What follows belongs to an exercise in optimizing a design on an open flow for small area; a production flow would make more cautious choices. At most, simulation tests tie the RTL to the original design; equivalence was not proved. Only the layout flow was run in run 2; the RTL was not checked for function there. Power figures rest on the tool's default switching activity, not on a simulated workload.

<file path="flow/design.v">
`timescale 1ns / 1ps
module Top(CLK, RST, BUTTON_U, BUTTON_L, BUTTON_R, BUTTON_D, RESET_10, RESET_205, an, sseg, dp, LED);
input CLK, RST, BUTTON_U, BUTTON_L, BUTTON_R, BUTTON_D, RESET_10, RESET_205;
output [3:0] an;
output [6:0] sseg;
output dp;
output reg LED;
localparam [4:0] J0 = 5'b00000, J1 = 5'b00001, J2 = 5'b00011, J5 = 5'b11111, J9 = 5'b10000;
function [4:0] dm; input [4:0] j; dm = {~j[0], j[4:1]}; endfunction             
function [4:0] p1; input [4:0] j; p1 = {j[3:0], ~j[4]}; endfunction             
function [4:0] p2; input [4:0] j; p2 = {j[2:0], ~j[4:3]}; endfunction           
function [4:0] p5; input [4:0] j; p5 = ~j; endfunction                           
function [4:0] p6; input [4:0] j; p6 = {~j[3:0], j[4]}; endfunction             
function [4:0] p8; input [4:0] j; p8 = {~j[1:0], j[4:2]}; endfunction           
function isz; input [4:0] j; isz = ~j[4] & ~j[0]; endfunction
function is9; input [4:0] j; is9 = j[4] & ~j[3]; endfunction
function ge2; input [4:0] j; ge2 = j[4] | j[1]; endfunction
function ge4; input [4:0] j; ge4 = j[4] | j[3]; endfunction
function ge8; input [4:0] j; ge8 = j[4] & ~j[2]; endfunction
function lt2; input [4:0] j; lt2 = ~j[4] & ~j[1]; endfunction
function [6:0] seg; input [4:0] x;
    begin
        seg[0] = (~x[1] & x[2]) | (~x[1] & ~x[4]);
        seg[1] = (~x[1] & x[2]) | (x[0] & ~x[3]);
        seg[2] = (~x[3] & x[4]) | (x[0] & ~x[1]) | (~x[1] & x[2]) | (x[0] & x[2]);
        seg[3] = (x[0] & ~x[1]) | (~x[1] & x[2]) | (x[3] & ~x[4]);
        seg[4] = (x[1] & ~x[2]);
        seg[5] = (x[1] & x[4]);
        seg[6] = (x[0] & ~x[1]) | (x[3] & ~x[4]);
    end
endfunction
reg [4:0] u;
reg [4:0] v;
wire v5   = (v == 5'd0) | (v == 5'd5) | (v == 5'd10) | (v == 5'd15) | (v == 5'd20);
wire samp = u[0] & v5;
wire tick = (u[2:0] == 3'd1) & (v == 5'd1);
wire madv = (u[1:0] == 2'd2) & (v == 5'd0);
reg [3:0] f1, f2, tq;
wire [3:0] p = f2 & ~tq;    
wire pu = p[3];
wire pl = p[2] & ~p[3];
wire pr = p[1] & ~p[2] & ~p[3];
wire pd = p[0] & ~p[1] & ~p[2] & ~p[3];
reg [4:0] d0, d1, d2, d3;
reg [1:0] m;
wire z0 = isz(d0), z1 = isz(d1), z2 = isz(d2), z3 = isz(d3);
wire zero = z0 & z1 & z2 & z3;
wire c1 = pu & is9(d1) | pl & ge2(d1) | pd & d1[4];
wire h1 = pu & c1 | pl & ~c1;
wire h2 = pl & c1 | pr;
wire h5 = pd & ~c1;
wire h6 = pd & c1;
wire c2 = h1 & is9(d2) | h2 & ge8(d2) | h5 & d2[4] | h6 & ge4(d2);
wire sat = c2 & is9(d3);
wire [4:0] a1 = pu ? p1(d1) : pl ? p8(d1) : pd ? p5(d1) : d1;
wire [4:0] a2 = h1 ? p1(d2) : h2 ? p2(d2) : h5 ? p5(d2) : h6 ? p6(d2) : d2;
wire [4:0] a3 = c2 ? p1(d3) : d3;
wire dec0 = tick & ~RESET_10 & ~RESET_205 & ~zero;
wire dec1 = dec0 & z0, dec2 = dec1 & z1, dec3 = dec2 & z2;
always @(posedge CLK) begin
    if (RST) begin
        u <= 5'd4; v <= 0; f1 <= 0; f2 <= 0;
        d0 <= J0; d1 <= J0; d2 <= J0; d3 <= J0; LED <= 0; m <= 0;
    end else begin
        u <= u + 1'b1;
        v <= (v == 5'd24) ? 5'd0 : v + 1'b1;
        if (samp) begin f1 <= {BUTTON_U, BUTTON_L, BUTTON_R, BUTTON_D}; f2 <= f1; end
        if (madv) m <= m + 1'b1;
        if (RESET_10 | RESET_205) LED <= 1;
        if (tick) begin
            if (dec0) d0 <= dm(d0);
            if (dec1) d1 <= dm(d1);
            if (dec2) d2 <= dm(d2);
            if (dec3) d3 <= dm(d3);
        end else if (RESET_10) begin d3 <= J0; d2 <= J0; d1 <= J1; d0 <= J0; end
        else if (RESET_205) begin d3 <= J0; d2 <= J2; d1 <= J0; d0 <= J5; end
        else if (sat) begin d3 <= J9; d2 <= J9; d1 <= J9; d0 <= J9; end
        else begin d1 <= a1; d2 <= a2; d3 <= a3; end
    end
end
always @(posedge CLK) tq <= f2;
wire lt200 = z3 & lt2(d2);
wire blank = zero ? m[0] : (lt200 & m[1]);
wire [1:0] k = u[4:3];
reg [4:0] dig;
always @(*) begin
    case (k)
        2'd0: dig = d0;
        2'd1: dig = d1;
        2'd2: dig = d2;
        default: dig = d3;
    endcase
end
assign sseg = blank ? 7'b1111111 : seg(dig);
assign an = ~(4'b0001 << k);
assign dp = 1'b1;
endmodule
</file>
<file path="flow/flow/run.sh">
#!/bin/bash
# Own layout flow: the standard flow (standard.sh) with two changes:
#  - Yosys's ABC technology mapping uses the area-oriented script flow/abc_area.script
#    instead of ORFS's (which maps for delay, then buffers and upsizes);
#  - the port buffers are sky130_fd_sc_hd__buf_1 cells.
# Synthesis is otherwise synth_recipe.tcl unchanged, so the registers and their names are
# the standard synthesis's. Each tool's log: orfs/logs/..., make's output: flow_standard.log.
set -euo pipefail
W=$(pwd)
{
  head -n 1 synth_recipe.tcl
  echo "proc abc {args} { set i [lsearch -exact \$args -script]; if {\$i >= 0} { lset args [expr {\$i + 1}] $W/flow/abc_area.script }; yosys abc {*}\$args }"
  tail -n +2 synth_recipe.tcl
} > flow_synth.tcl
sed "s#$W/synth_recipe.tcl#$W/flow_synth.tcl#g" standard.sh > flow_standard.sh
grep -q flow_synth.tcl flow_standard.sh
export BUFFER_PORTS_ARGS="-buffer_cell sky130_fd_sc_hd__buf_1"
bash flow_standard.sh > flow_standard.log 2>&1
</file>
<file path="flow/flow/abc_area.script">
strash
dch
amap
topo
</file>
<file path="flow/standard.sh">
#!/bin/bash
# synth_recipe.tcl (not shown) runs the flow's synth.tcl, then flattens the netlist and writes it again
# the make line also repeats each setting of config.mk as NAME=value (left out here)
make -C /OpenROAD-flow-scripts/flow DESIGN_CONFIG=/design/flow/config.mk WORK_HOME=/design/flow/orfs CLKGATE_MAP_FILE= SYNTH_SCRIPT=/design/flow/synth_recipe.tcl "${@:-finish}"
</file>
<file path="flow/config.mk">
export PLATFORM = sky130hd
export DESIGN_NAME = Top
export DESIGN_NICKNAME = Top
export VERILOG_FILES = /design/flow/design.v
export SDC_FILE = /design/flow/constraint.sdc
export NUM_CORES = 4
export LEC_CHECK = 0
export ABC_AREA = 1
export CAP_MARGIN = 20
export CORE_MARGIN = 2
export CORE_UTILIZATION = 40
export PLACE_DENSITY = 0.6
export SLEW_MARGIN = 20
</file>
<file path="flow/constraint.sdc">
create_clock -name core_clock -period 15.0 [get_ports {CLK}]
set_input_delay 3.0000 -clock core_clock [delete_from_list [all_inputs] [get_ports {CLK}]]
set_output_delay 3.0000 -clock core_clock [all_outputs]
set_load 0.01 [all_outputs]
</file>
==> flow_summary.json, run 1 <==
{
  "antenna_left": 0,
  "yosysSeqAreaShare_pct": 38.0,
  "antenna_found_initial": 0,
  "yosysMostFrequentCell": "clkinv_1",
  "irDropWorstVdd_uv": 46.6,
  "slew-limit-headroom_pct": 39.3,
  "switching_share_pct": 30.7,
  "gp_congestion": 0.857,
  "cp-start-kind": "register",
  "routed-via-count": 2387,
  "synth_top_cell_by_area": "dfxtp_1",
  "grt_pass1_wl_um": 10100,
  "p_comb_share_pct": 17.7,
  "hold_viol": 0,
  "pwr-share-clk_pct": 29.8,
  "synth_top_family_by_area": "compound AO/OA/AOI/OAI gates",
  "rr_startpoint": "f2[3]",
  "synth_simple_gate_area_share_pct": 16.6,
  "cts.sinks": 45,
  "postSynthCellCount": 310,
  "crit_arrival_ns": 2.60,
  "setup_tns_ns": 0,
  "n_fill_cell": 627,
  "cts_buffers": 5,
  "start_util_pct": 40.7,
  "drcViolationCount": 0,
  "synth_fa_ha_area_share_pct": 4.23,
  "seqPwrFrac_pct": 52.6,
  "path_class": "reg -> out",
  "core_area_um2": 5820,
  "power.density_nw_per_um2": 95.7,
  "ios": 21,
  "cts.repair_timing.setup_buffer_count": 0,
  "leakagePower_nw": 0.879,
  "synth_nets": 326,
  "post-route-util_pct": 45.4,
  "yosys.area_share.xor_xnor_pct": 0,
  "slew_violations": 0,
  "grt_pass1_vias": 2094,
  "synth_edf_count": 0,
  "reg2regPathDepth": 15,
  "avgSynthCellArea_um2": 7.64,
  "setup_viol": 0,
  "synth_commonest_cells": "clkinv_1 (49), dfxtp_1 (45), nor2_1 (37)",
  "worstPathCellList": "clkinv_1 > nor2_1 > clkinv_1 > o32ai_1 > clkinv_1 > o21ai_0 > o21bai_1 > buf_1",
  "clk_pin_slew_ns": 0.09,
  "syn_to_final_growth_pct": 11.6,
  "synth_flop_cell": "dfxtp_1",
  "async_flop_share_pct": 0,
  "grt_max_degree": 24,
  "drtIter0Drc": 178,
  "reg2reg_slack_ns": 10.22,
  "p_sw_uw": 77.5,
  "crit_path_frequent_cell": "clkinv_1",
  "root_buffer": "clkbuf_8",
  "hold_class": "reg -> reg",
  "critical_path.startpoint": "u[3]",
  "hp-start": "f2[3]",
  "cp_max_fo": 8,
  "maxCapViolCount": 0,
  "drive_gt1_share_pct": 3.24,
  "htreeDepth": 2,
  "r2r-end": "d0[0]",
  "wl_per_cell_um": 14.6,
  "synth_top_area_share_pct": 38.0,
  "gr-usage-all-layers_pct": 19.8,
  "syn_area_um2": 2370,
  "hold_ws_ns": 0.366,
  "p_int_uw": 175,
  "ys_ff_latch": 45,
  "n_antenna_cell": 0,
  "synth-compound-area-share_pct": 32.9,
  "overflow": 0,
  "crit_end": "sseg[1]",
  "fp-row-count": 28,
  "nNetsFinal": 354,
  "rsz0062_at_grt": "no",
  "critPathMaxStageDelay_ns": 0.37,
  "clkLatencyLatePin_ns": 0.30,
  "fmax_mhz": 178,
  "synth.area.top_cells": "dfxtp_1 (38%), clkinv_1 (7.8%), nor2_1 (5.9%)",
  "via_per_inst": 5.77,
  "worst_setup_path_end_kind": "primary output",
  "status": "no timing/DRC/antenna violations",
  "clockBufferDepth": 2,
  "hpwl_um": 4490,
  "cp_data_required_time_ns": 12.00,
  "max_slew.worst_pin.slew_ns": 0.898,
  "synth_cell_types": 32,
  "drt_wl_total_um": 6050,
  "yosysWarnings": 1,
  "tritoncts": "yes",
  "cts_hold_buf": 0,
  "dieArea_um2": 6550,
  "post_cts_resized": 0,
  "cp_slowest_cell": "nor2_1",
  "fin_skew_ns": 0.00878,
  "period_needed_ns": 5.60,
  "port_buffers": 19,
  "drt_pass1_iterations": 4,
  "post-route-period-util_pct": 37.4,
  "die_y_um": 81.0,
  "synthMuxAreaShare_pct": 0,
  "die_x_um": 81.0
}
[power by group through the flow]
stage | clock, mW | combinational [mW] | sequential, mW
finish | 0.0753 | 0.0446 | 0.133
global route | 0.0837 | 0.0506 | 0.134
CTS | 0.0786 | 0.0443 | 0.133
detailed placement | 0 | 0.0440 | 0.136
global placement | 0 | 0.0439 | 0.136
floorplan | 0 | 0.0318 | 0.134
[through the flow]
| step | worst slack, ns | cells | power, mW | area, µm² |
|---|---|---|---|---|
| finish | 9.40 | 414 | 0.253 | 2640 |
| global route | 9.06 | 414 | 0.268 | 2640 |
| CTS | 9.39 | 414 | 0.256 | 2640 |
| detailed placement | 9.53 | 406 | 0.180 | 2550 |
| global placement | 9.64 | 406 | 0.179 | 2550 |
| floorplan | 10.03 | 310 | 0.165 | 2370 |
[worst min path at each step]
stage | to | slack (ns) | cells after the start
after floorplan | tq[2] | 0.34 | 0
after global placement | tq[2] | 0.36 | 0
after detailed placement | tq[2] | 0.36 | 0
after CTS | tq[2] | 0.37 | 0
after global routing | tq[2] | 0.38 | 0
final | tq[3] | 0.37 | 0
[state kept, by name, indices dropped and copies added (netlist names)]
| signal | cells |
|---|---|
| d0 | 5 |
| d1 | 5 |
| d2 | 5 |
| d3 | 5 |
| u | 5 |
| v | 5 |
| f1 | 4 |
| f2 | 4 |
| tq | 4 |
| m | 2 |
| LED | 1 |
[cell type report]
| cell class | instances | area [µm²] | share of cell area (%) |
|---|---|---|---|
| Timing Repair Buffer | 22 | 93.8 | 3.55 |
| Tap cell | 75 | 93.8 | 3.55 |
| Sequential cell | 45 | 901 | 34.1 |
| Multi-Input combinational cell | 215 | 1280 | 48.5 |
| Inverter | 49 | 184 | 6.96 |
| Clock inverter | 2 | 15.0 | 0.568 |
| Clock buffer | 6 | 72.6 | 2.75 |
[critical path, delay by kind of cell (launching register included)]
kind	cells	cell delay, ns
simple gates	1	0.37
flops	1	0.36
compound gates	3	0.77
buf+inv	4	0.80
[placed cells by master, fill, tap and decap left out, types with 11 or more instances in the layout]
cell type / n
o21ai_0: 27
a21oi_1: 22
o22ai_1: 17
dfxtp_1: 45
nor2_1: 37
clkinv_1: 49
buf_1: 19
a22oi_1: 12
nand2_1: 18
a221oi_1: 11
[per-layer routing]
layer	global-route usage (%)	wire, µm	vias to the layer above
met5	0	0	-
met4	7.29	132	0
met3	3.56	383	15
met2	31.0	2630	97
met1	27.2	2910	1066
li1	-	-	1209
[logic make-up (layout without fill, tap and decap cells)]
family / count (synthesis) / after routing
and+or+nand+nor: 87 / 87
adders and majority gates: 8 / 8
other: 1 / 1
DFF: 45 / 45
buffers and inverters: 50 / 79
AOI/OAI and AO/OA: 119 / 119
==> inputs of run 2 (changes only) <==
--- a/flow/design.v
+++ b/flow/design.v
@@ -29,12 +29,15 @@
         seg[6] = (x[0] & ~x[1]) | (x[3] & ~x[4]);
     end
 endfunction
-reg [4:0] u;
-reg [4:0] v;
-wire v5   = (v == 5'd0) | (v == 5'd5) | (v == 5'd10) | (v == 5'd15) | (v == 5'd20);
+reg [4:0] u;    
+reg [4:0] v;    
+wire vfb  = (~v[2] & ~v[3] & ~v[4]) | (v[0] & v[1] & ~v[3] & ~v[4]) | (v[3] & v[4]) | (~v[0] & ~v[1] & v[4]);
+wire v5   = v[0] & ~v[1] & (~v[2] | v[4]);         
+wire v0   = ~v[1] & ~v[2] & ~v[3] & ~v[4];         
+wire v1   = v[0] & v[1] & ~v[2] & ~v[4];           
 wire samp = u[0] & v5;
-wire tick = (u[2:0] == 3'd1) & (v == 5'd1);
-wire madv = (u[1:0] == 2'd2) & (v == 5'd0);
+wire tick = (u[2:0] == 3'd1) & v1;
+wire madv = (u[1:0] == 2'd2) & v0;
 reg [3:0] f1, f2, tq;
 wire [3:0] p = f2 & ~tq;    
 wire pu = p[3];
@@ -59,11 +62,11 @@
 wire dec1 = dec0 & z0, dec2 = dec1 & z1, dec3 = dec2 & z2;
 always @(posedge CLK) begin
     if (RST) begin
-        u <= 5'd4; v <= 0; f1 <= 0; f2 <= 0;
+        u <= 5'd4; v <= 5'd1; f1 <= 0; f2 <= 0;
         d0 <= J0; d1 <= J0; d2 <= J0; d3 <= J0; LED <= 0; m <= 0;
     end else begin
         u <= u + 1'b1;
-        v <= (v == 5'd24) ? 5'd0 : v + 1'b1;
+        v <= {v[3:0], vfb};
         if (samp) begin f1 <= {BUTTON_U, BUTTON_L, BUTTON_R, BUTTON_D}; f2 <= f1; end
         if (madv) m <= m + 1'b1;
         if (RESET_10 | RESET_205) LED <= 1;
--- a/flow/config.mk
+++ b/flow/config.mk
@@ -9,5 +9,8 @@
 export CAP_MARGIN = 20
 export CORE_MARGIN = 2
 export CORE_UTILIZATION = 40
+export CTS_BUF_LIST = sky130_fd_sc_hd__clkbuf_8
+export CTS_CLUSTER_DIAMETER = 500
+export CTS_CLUSTER_SIZE = 50
 export PLACE_DENSITY = 0.6
 export SLEW_MARGIN = 20
==> flow_summary.json, run 2 <==
{
  "slew_violations": 0,
  "register_area_um2": 901,
  "worst_setup_path_end_kind": "primary output",
  "clockBufferDepth": 2,
  "ys_ff_latch": 45,
  "die_x_um": 79.4,
  "path_class": "reg -> out",
  "period_needed_ns": 5.48,
  "fp-row-count": 27,
  "routed-via-count": 2268,
  "rsz0062_at_grt": "no",
  "irDropWorstVdd_uv": 62.0,
  "crit_arrival_ns": 2.48,
  "synth_flop_cell": "dfxtp_1",
  "reg2reg_slack_ns": 10.26,
  "cp_data_required_time_ns": 12.00,
  "grt_pass1_wl_um": 9520,
  "status": "no timing/DRC/antenna violations",
  "core_area_um2": 5510,
  "drtIter0Drc": 195,
  "synth.area.top_cells": "dfxtp_1 (40%), clkinv_1 (7.6%), nor2_1 (6.9%)",
  "synth_cell_types": 32,
  "power.density_nw_per_um2": 103,
  "via_per_inst": 5.68,
  "hold_path_depth": 0,
  "synth_commonest_cells": "clkinv_1 (46), dfxtp_1 (45), nor2_1 (42)",
  "cts_buffers": 5,
  "drcViolationCount": 0,
  "multi_input_area_um2": 1190,
  "avgSynthCellArea_um2": 7.58,
  "antenna_found_initial": 0,
  "max_slew.worst_pin.slew_ns": 0.930,
  "htreeDepth": 2,
  "dieArea_um2": 6300,
  "cts.sinks": 45,
  "clk_pin_slew_ns": 0.08,
  "overflow": 0,
  "die_y_um": 79.4,
  "syn_area_um2": 2270,
  "yosysSeqAreaShare_pct": 39.6,
  "synth_top_area_share_pct": 39.6,
  "drt_pass1_iterations": 5,
  "root_buffer": "clkbuf_8",
  "critical_path.startpoint": "u[3]",
  "hpwl_um": 4190,
  "async_flop_share_pct": 0,
  "grt_pass1_vias": 2024,
  "drt_wl_total_um": 5740,
  "final_cell_mix": "clkinv_1 (46), dfxtp_1 (45), nor2_1 (42), o21ai_0 (25)",
  "setup_tns_ns": 0,
  "clkLatencyLatePin_ns": 0.29,
  "drive_gt1_share_pct": 2.75,
  "setup_viol": 0,
  "cp-start-kind": "register",
  "fin_skew_ns": 0.00416,
  "antenna_left": 0,
  "slew-limit-headroom_pct": 37.6,
  "grt_util_met3_pct": 3.51,
  "rr_startpoint": "f2[3]",
  "yosysMostFrequentCell": "clkinv_1",
  "yosysWarnings": 1,
  "synth_top_cell_by_area": "dfxtp_1",
  "r2r-end": "d1[0]",
  "reg2regPathDepth": 16,
  "maxCapViolCount": 0,
  "grt_busiest_layer": "met2",
  "syn_to_final_growth_pct": 12.2,
  "postSynthCellCount": 300,
  "cp_max_fo": 7,
  "tritoncts": "yes",
  "n_fill_cell": 564,
  "hold_viol": 0,
  "fmax_mhz": 182,
  "port_buffers": 19,
  "hold_ws_ns": 0.371,
  "post_cts_resized": 0,
  "wl_per_cell_um": 14.4,
  "cts.repair_timing.setup_buffer_count": 0,
  "final_common_cell": "clkinv_1",
  "leakagePower_nw": 0.848,
  "cts_hold_buf": 0,
  "n_antenna_cell": 0,
  "start_util_pct": 41.3,
  "met1_usage_pct": 26.7,
  "post-route-period-util_pct": 36.6,
  "crit_end": "sseg[2]",
  "nNetsFinal": 338,
  "synth_nets": 311,
  "ios": 21,
  "gp_congestion": 0.927,
  "grt_use_met2_pct": 30.6,
  "gr-usage-all-layers_pct": 19.2,
  "synth_edf_count": 0,
  "hold_class": "reg -> reg",
  "grt_max_degree": 31
}
## run 2: cell count changes in the layout (fill, tap and decap cells not counted), moves of 3 or more
| cell | previous run | this run |
|---|---|---|
| clkinv_1 | 49 | 46 |
| a221oi_1 | 11 | 8 |
| o221ai_1 | 2 | 6 |
| a2111oi_0 | 4 | 1 |
| ha_1 | 8 | 3 |
| nand3_1 | 7 | 4 |
| a21oi_1 | 22 | 19 |
| nor2_1 | 37 | 42 |
## run 2: area by class of cell
type	instances	share of cell area [%]
Multi-Input combinational cell	208	46.8
Tap cell	72	3.53
Clock inverter	2	1.52
Sequential cell	45	35.3
Timing Repair Buffer	21	3.39
Inverter	46	6.77
Clock buffer	5	2.70
## run 2: where the power goes
part	internal, mW	switching, mW	leakage [nW]
clock	0.0493	0.0418	0.0546
combinational	0.0144	0.0254	0.424
sequential	0.126	0.00591	0.369
total	0.189	0.0730	0.848
## run 2: logic make-up after synthesis
family                   count (synthesis)  share of synthesized area (%)
adder cells (fa/ha/maj)                  3                           1.65
buffers and inverters                   47                           7.93
AO/OA/AOI/OAI                          115                           33.4
other                                    1                          0.165
flip-flops                              45                           39.6
AND/OR/NAND/NOR                         89                           17.3
## run 2: worst max-delay path, cell delays in order, from the launching register on
cell	delay, ns
dfxtp_1	0.43
clkinv_1	0.21
nand2_1	0.25
nor2_1	0.07
o32ai_1	0.45
clkinv_1	0.20
o21bai_1	0.27
a21oi_1	0.07
o21ai_0	0.08
buf_1	0.17
## run 2: worst min path at each step
| stage | start | to | slack (ns) |
|---|---|---|---|
| 2_1_floorplan | f2[2] | tq[2] | 0.34 |
| 3_3_place_gp | f2[2] | tq[2] | 0.36 |
| 3_5_place_dp | f2[2] | tq[2] | 0.36 |
| 4_1_cts | f2[2] | tq[2] | 0.38 |
| 5_1_grt | f2[3] | tq[3] | 0.38 |
| 6_report | f2[2] | tq[2] | 0.37 |
## run 2: through the flow
step	worst slack [ns]	util (%)	std cells	power, mW	cell area [µm²]
6_report	9.52	46.3	399	0.263	2550
5_1_grt	9.26	46.3	399	0.276	2550
4_1_cts	9.54	46.3	399	0.266	2550
3_5_place_dp	9.62	44.4	392	0.174	2440
3_3_place_gp	9.82	44.4	392	0.174	2440
2_1_floorplan	10.15	-	300	0.161	2270
## run 2: layer usage
layer / vias to the layer above / wire, µm
met3: 5 / 280
met2: 68 / 2640
met5: - / 0
met4: 0 / 40
met1: 1034 / 2780
li1: 1161 / -
==> inputs of run 3 (changes only) <==
--- a/flow/design.v
+++ b/flow/design.v
@@ -29,15 +29,12 @@
         seg[6] = (x[0] & ~x[1]) | (x[3] & ~x[4]);
     end
 endfunction
-reg [4:0] u;    
-reg [4:0] v;    
-wire vfb  = (~v[2] & ~v[3] & ~v[4]) | (v[0] & v[1] & ~v[3] & ~v[4]) | (v[3] & v[4]) | (~v[0] & ~v[1] & v[4]);
-wire v5   = v[0] & ~v[1] & (~v[2] | v[4]);         
-wire v0   = ~v[1] & ~v[2] & ~v[3] & ~v[4];         
-wire v1   = v[0] & v[1] & ~v[2] & ~v[4];           
+reg [4:0] u;
+reg [4:0] v;
+wire v5   = (v == 5'd0) | (v == 5'd5) | (v == 5'd10) | (v == 5'd15) | (v == 5'd20);
 wire samp = u[0] & v5;
-wire tick = (u[2:0] == 3'd1) & v1;
-wire madv = (u[1:0] == 2'd2) & v0;
+wire tick = (u[2:0] == 3'd1) & (v == 5'd1);
+wire madv = (u[1:0] == 2'd2) & (v == 5'd0);
 reg [3:0] f1, f2, tq;
 wire [3:0] p = f2 & ~tq;    
 wire pu = p[3];
@@ -62,11 +59,11 @@
 wire dec1 = dec0 & z0, dec2 = dec1 & z1, dec3 = dec2 & z2;
 always @(posedge CLK) begin
     if (RST) begin
-        u <= 5'd4; v <= 5'd1; f1 <= 0; f2 <= 0;
+        u <= 5'd4; v <= 0; f1 <= 0; f2 <= 0;
         d0 <= J0; d1 <= J0; d2 <= J0; d3 <= J0; LED <= 0; m <= 0;
     end else begin
         u <= u + 1'b1;
-        v <= {v[3:0], vfb};
+        v <= (v == 5'd24) ? 5'd0 : v + 1'b1;
         if (samp) begin f1 <= {BUTTON_U, BUTTON_L, BUTTON_R, BUTTON_D}; f2 <= f1; end
         if (madv) m <= m + 1'b1;
         if (RESET_10 | RESET_205) LED <= 1;
==> flow/run.sh (new file) <==
#!/bin/bash
# synth_recipe.tcl (not shown) runs the flow's synth.tcl, then flattens the netlist and writes it again
# the make line also repeats each setting of config.mk as NAME=value (left out here)
make -C /OpenROAD-flow-scripts/flow DESIGN_CONFIG=/design/flow/config.mk WORK_HOME=/design/flow/orfs CLKGATE_MAP_FILE= SYNTH_SCRIPT=/design/flow/synth_recipe.tcl finish
--- a/flow/config.mk
+++ b/flow/config.mk
@@ -9,8 +9,5 @@
 export CAP_MARGIN = 20
 export CORE_MARGIN = 2
 export CORE_UTILIZATION = 40
-export CTS_BUF_LIST = sky130_fd_sc_hd__clkbuf_8
-export CTS_CLUSTER_DIAMETER = 500
-export CTS_CLUSTER_SIZE = 50
 export PLACE_DENSITY = 0.6
 export SLEW_MARGIN = 20
removed: flow/flow/run.sh
removed: flow/flow/abc_area.script
removed: flow/standard.sh
==> flow_summary.json, run 3 <==
{
  "post-route-util_pct": 46.3,
  "critical_path.startpoint": "d2[4]",
  "crit_end": "sseg[0]",
  "antenna_left": 0,
  "rsz0062_at_grt": "no",
  "drt_pass1_iterations": 5,
  "slew_violations": 0,
  "gp_congestion": 0.898,
  "synth_flop_cell": "dfxtp_1",
  "yosysMostFrequentCell": "nand2_1",
  "post-route-period-util_pct": 36.2,
  "reg2regPathDepth": 12,
  "rr_startpoint": "v[1]",
  "hold_viol": 0,
  "syn_to_final_growth_pct": 11.6,
  "hpwl_um": 4970,
  "power.density_nw_per_um2": 94.3,
  "synth_nets": 449,
  "dieArea_um2": 7770,
  "wl_per_cell_um": 12.4,
  "grt_busiest_layer": "met2",
  "final_common_cell": "nand2_1",
  "fmax_mhz": 184,
  "path_class": "reg -> out",
  "grt_max_degree": 29,
  "leakagePower_nw": 1.39,
  "reg2reg_slack_ns": 12.66,
  "maxCapViolCount": 0,
  "drtIter0Drc": 161,
  "fp-row-count": 30,
  "crit_arrival_ns": 2.44,
  "cts.sinks": 45,
  "core_area_um2": 6830,
  "drcViolationCount": 0,
  "clk_pin_slew_ns": 0.09,
  "start_util_pct": 41.5,
  "n_antenna_cell": 0,
  "synth_commonest_cells": "nand2_1 (95), nor2_1 (68), inv_1 (51)",
  "syn_area_um2": 2830,
  "synth_top_area_share_pct": 31.8,
  "met1_usage_pct": 23.7,
  "slew-limit-headroom_pct": 50.9,
  "drive_gt1_share_pct": 8.48,
  "ios": 21,
  "synth_top_cell_by_area": "dfxtp_1",
  "irDropWorstVdd_uv": 45.1,
  "grt_use_met2_pct": 30.6,
  "overflow": 0,
  "clockBufferDepth": 2,
  "tritoncts": "yes",
  "cts_hold_buf": 0,
  "gr-usage-all-layers_pct": 18.4,
  "preCtsSetupSlack_ns": 9.95,
  "grt_util_met3_pct": 3.86,
  "setup_tns_ns": 0,
  "status": "no timing/DRC/antenna violations",
  "hold_class": "reg -> reg",
  "die_x_um": 88.2,
  "post_cts_resized": 0,
  "ys_ff_latch": 45,
  "yosysSeqAreaShare_pct": 31.8,
  "fin_ws_ns": 9.56,
  "postSynthCellCount": 433,
  "avgSynthCellArea_um2": 6.54,
  "grt_pass1_vias": 2477,
  "cts_buffers": 5,
  "r2r-end": "d3[1]",
  "async_flop_share_pct": 0,
  "cp_max_fo": 7,
  "routed-via-count": 2722,
  "die_y_um": 88.2,
  "cp_data_required_time_ns": 12.00,
  "via_per_inst": 5.00,
  "cp-start-kind": "register",
  "n_fill_cell": 745,
  "clkLatencyLatePin_ns": 0.31,
  "drt_wl_total_um": 6740,
  "port_buffers": 19,
  "period_needed_ns": 5.44,
  "synth_cell_types": 40,
  "root_buffer": "clkbuf_8",
  "synth.area.top_cells": "dfxtp_1 (32%), nand2_1 (13%), nor2_1 (9.0%)",
  "synth_edf_count": 0,
  "nNetsFinal": 464,
  "final_cell_mix": "nand2_1 (95), nor2_1 (68), inv_1 (51), dfxtp_1 (45), o21ai_0 (33)",
  "setup_viol": 0,
  "htreeDepth": 2,
  "max_slew.worst_pin.slew_ns": 0.732,
  "worst_setup_path_end_kind": "primary output",
  "antenna_found_initial": 0,
  "yosysWarnings": 1,
  "fin_skew_ns": 0.00663,
  "grt_pass1_wl_um": 11300,
  "cts.repair_timing.setup_buffer_count": 0
}
-- run 3: worst min path at each step --
stage | from | slack (ns) | end | cells past startpoint
floorplan | f2[0] | 0.33 | tq[0] | 0
global placement | f2[0] | 0.34 | tq[0] | 0
detailed placement | f2[0] | 0.34 | tq[0] | 0
CTS | f2[0] | 0.36 | tq[0] | 0
global route | f2[0] | 0.36 | tq[0] | 0
finish | f2[0] | 0.35 | tq[0] | 0
-- run 3: report_power, final --
| part | internal, mW | total [mW] | switching [mW] | leakage [nW] |
|---|---|---|---|---|
| Clock | 0.0322 | 0.0761 | 0.0439 | 0.0402 |
| Sequential | 0.129 | 0.138 | 0.00859 | 0.370 |
| Combinational | 0.0331 | 0.0848 | 0.0517 | 0.983 |
| Total | 0.194 | 0.298 | 0.104 | 1.39 |
-- run 3: metal layers --
metal	share of wire, %	vias to the layer above	wire length, µm
met1	50	1248	3380
met2	46	37	3080
li1	-	1429	-
met3	2.7	8	184
met5	0	-	0
met4	1.5	0	99
-- run 3: layout make-up --
cell class,count,area [µm²],share of cell area (%)
Inverter,57,214,6.76
Timing Repair Buffer,19,190,6.01
Multi-Input combinational cell,320,1650,52.3
Tap cell,96,120,3.80
Sequential cell,45,901,28.5
Clock inverter,2,16.3,0.514
Clock buffer,5,68.8,2.18
-- run 3: cells by family after synthesis --
group,count (synthesis),synth area share [%]
xor gates and xnor gates,2,0.618
DFF,45,31.8
and+or+nand+nor,223,37.1
other,1,0.132
AOI/OAI and AO/OA,86,16.9
adders and majority gates,8,3.53
buffers and inverters,68,9.89
-- run 3: worst max-delay path, stage by stage (launching register included) --
cell and delay (ns):
dfxtp_1 0.38, inv_1 0.18, nand3_1 0.13, nand3b_1 0.25, o21ai_0 0.36, o21a_1 0.24, o21ai_0 0.10, clkdlybuf4s50_1 0.49
-- run 3: per-stage QoR --
stage,instances,cell area [µm²],hold WS [ns],power [mW]
floorplan,433,2830,0.331,0.199
global placement,537,3080,0.336,0.224
detailed placement,537,3080,0.339,0.224
CTS,544,3160,0.355,0.301
global route,544,3160,0.361,0.317
finish,544,3160,0.353,0.298

==> afterwards: timing with drivers on the ports <==
How much do the figures lean on ideal ports? The routed layouts below were timed once more, with nothing changed but the port constraints. Step 1, drivers: a clkbuf_16 drives CLK and a buf_2 each remaining input, both assumed. Step 2 times the ports against the registers' clock, not the clock port: input delays grow and output delays shrink by t, the midpoint of the rising clock arrivals with the driver on. a / b / c = no drivers / after step 1 / after step 2; a / b = the first two.
| run | shift t [ns] | slack for setup (ns) | latest minus earliest clock arrival (ns) | worst data-port slew with drivers (ns) | pins driven straight from the clock port |
|---|---|---|---|---|---|
| run 1 | 0.325 | 9.397 / 9.368 / 9.470 | 0.009 / 0.008 | 0.03 | 1 |
| run 2 | 0.320 | 9.515 / 9.488 / 9.559 | 0.004 / 0.004 | 0.03 | 1 |
| run 3 | 0.334 | 9.563 / 9.534 / 9.868 | 0.007 / 0.006 | 0.03 | 1 |
After both steps setup and hold are still met in every run listed.
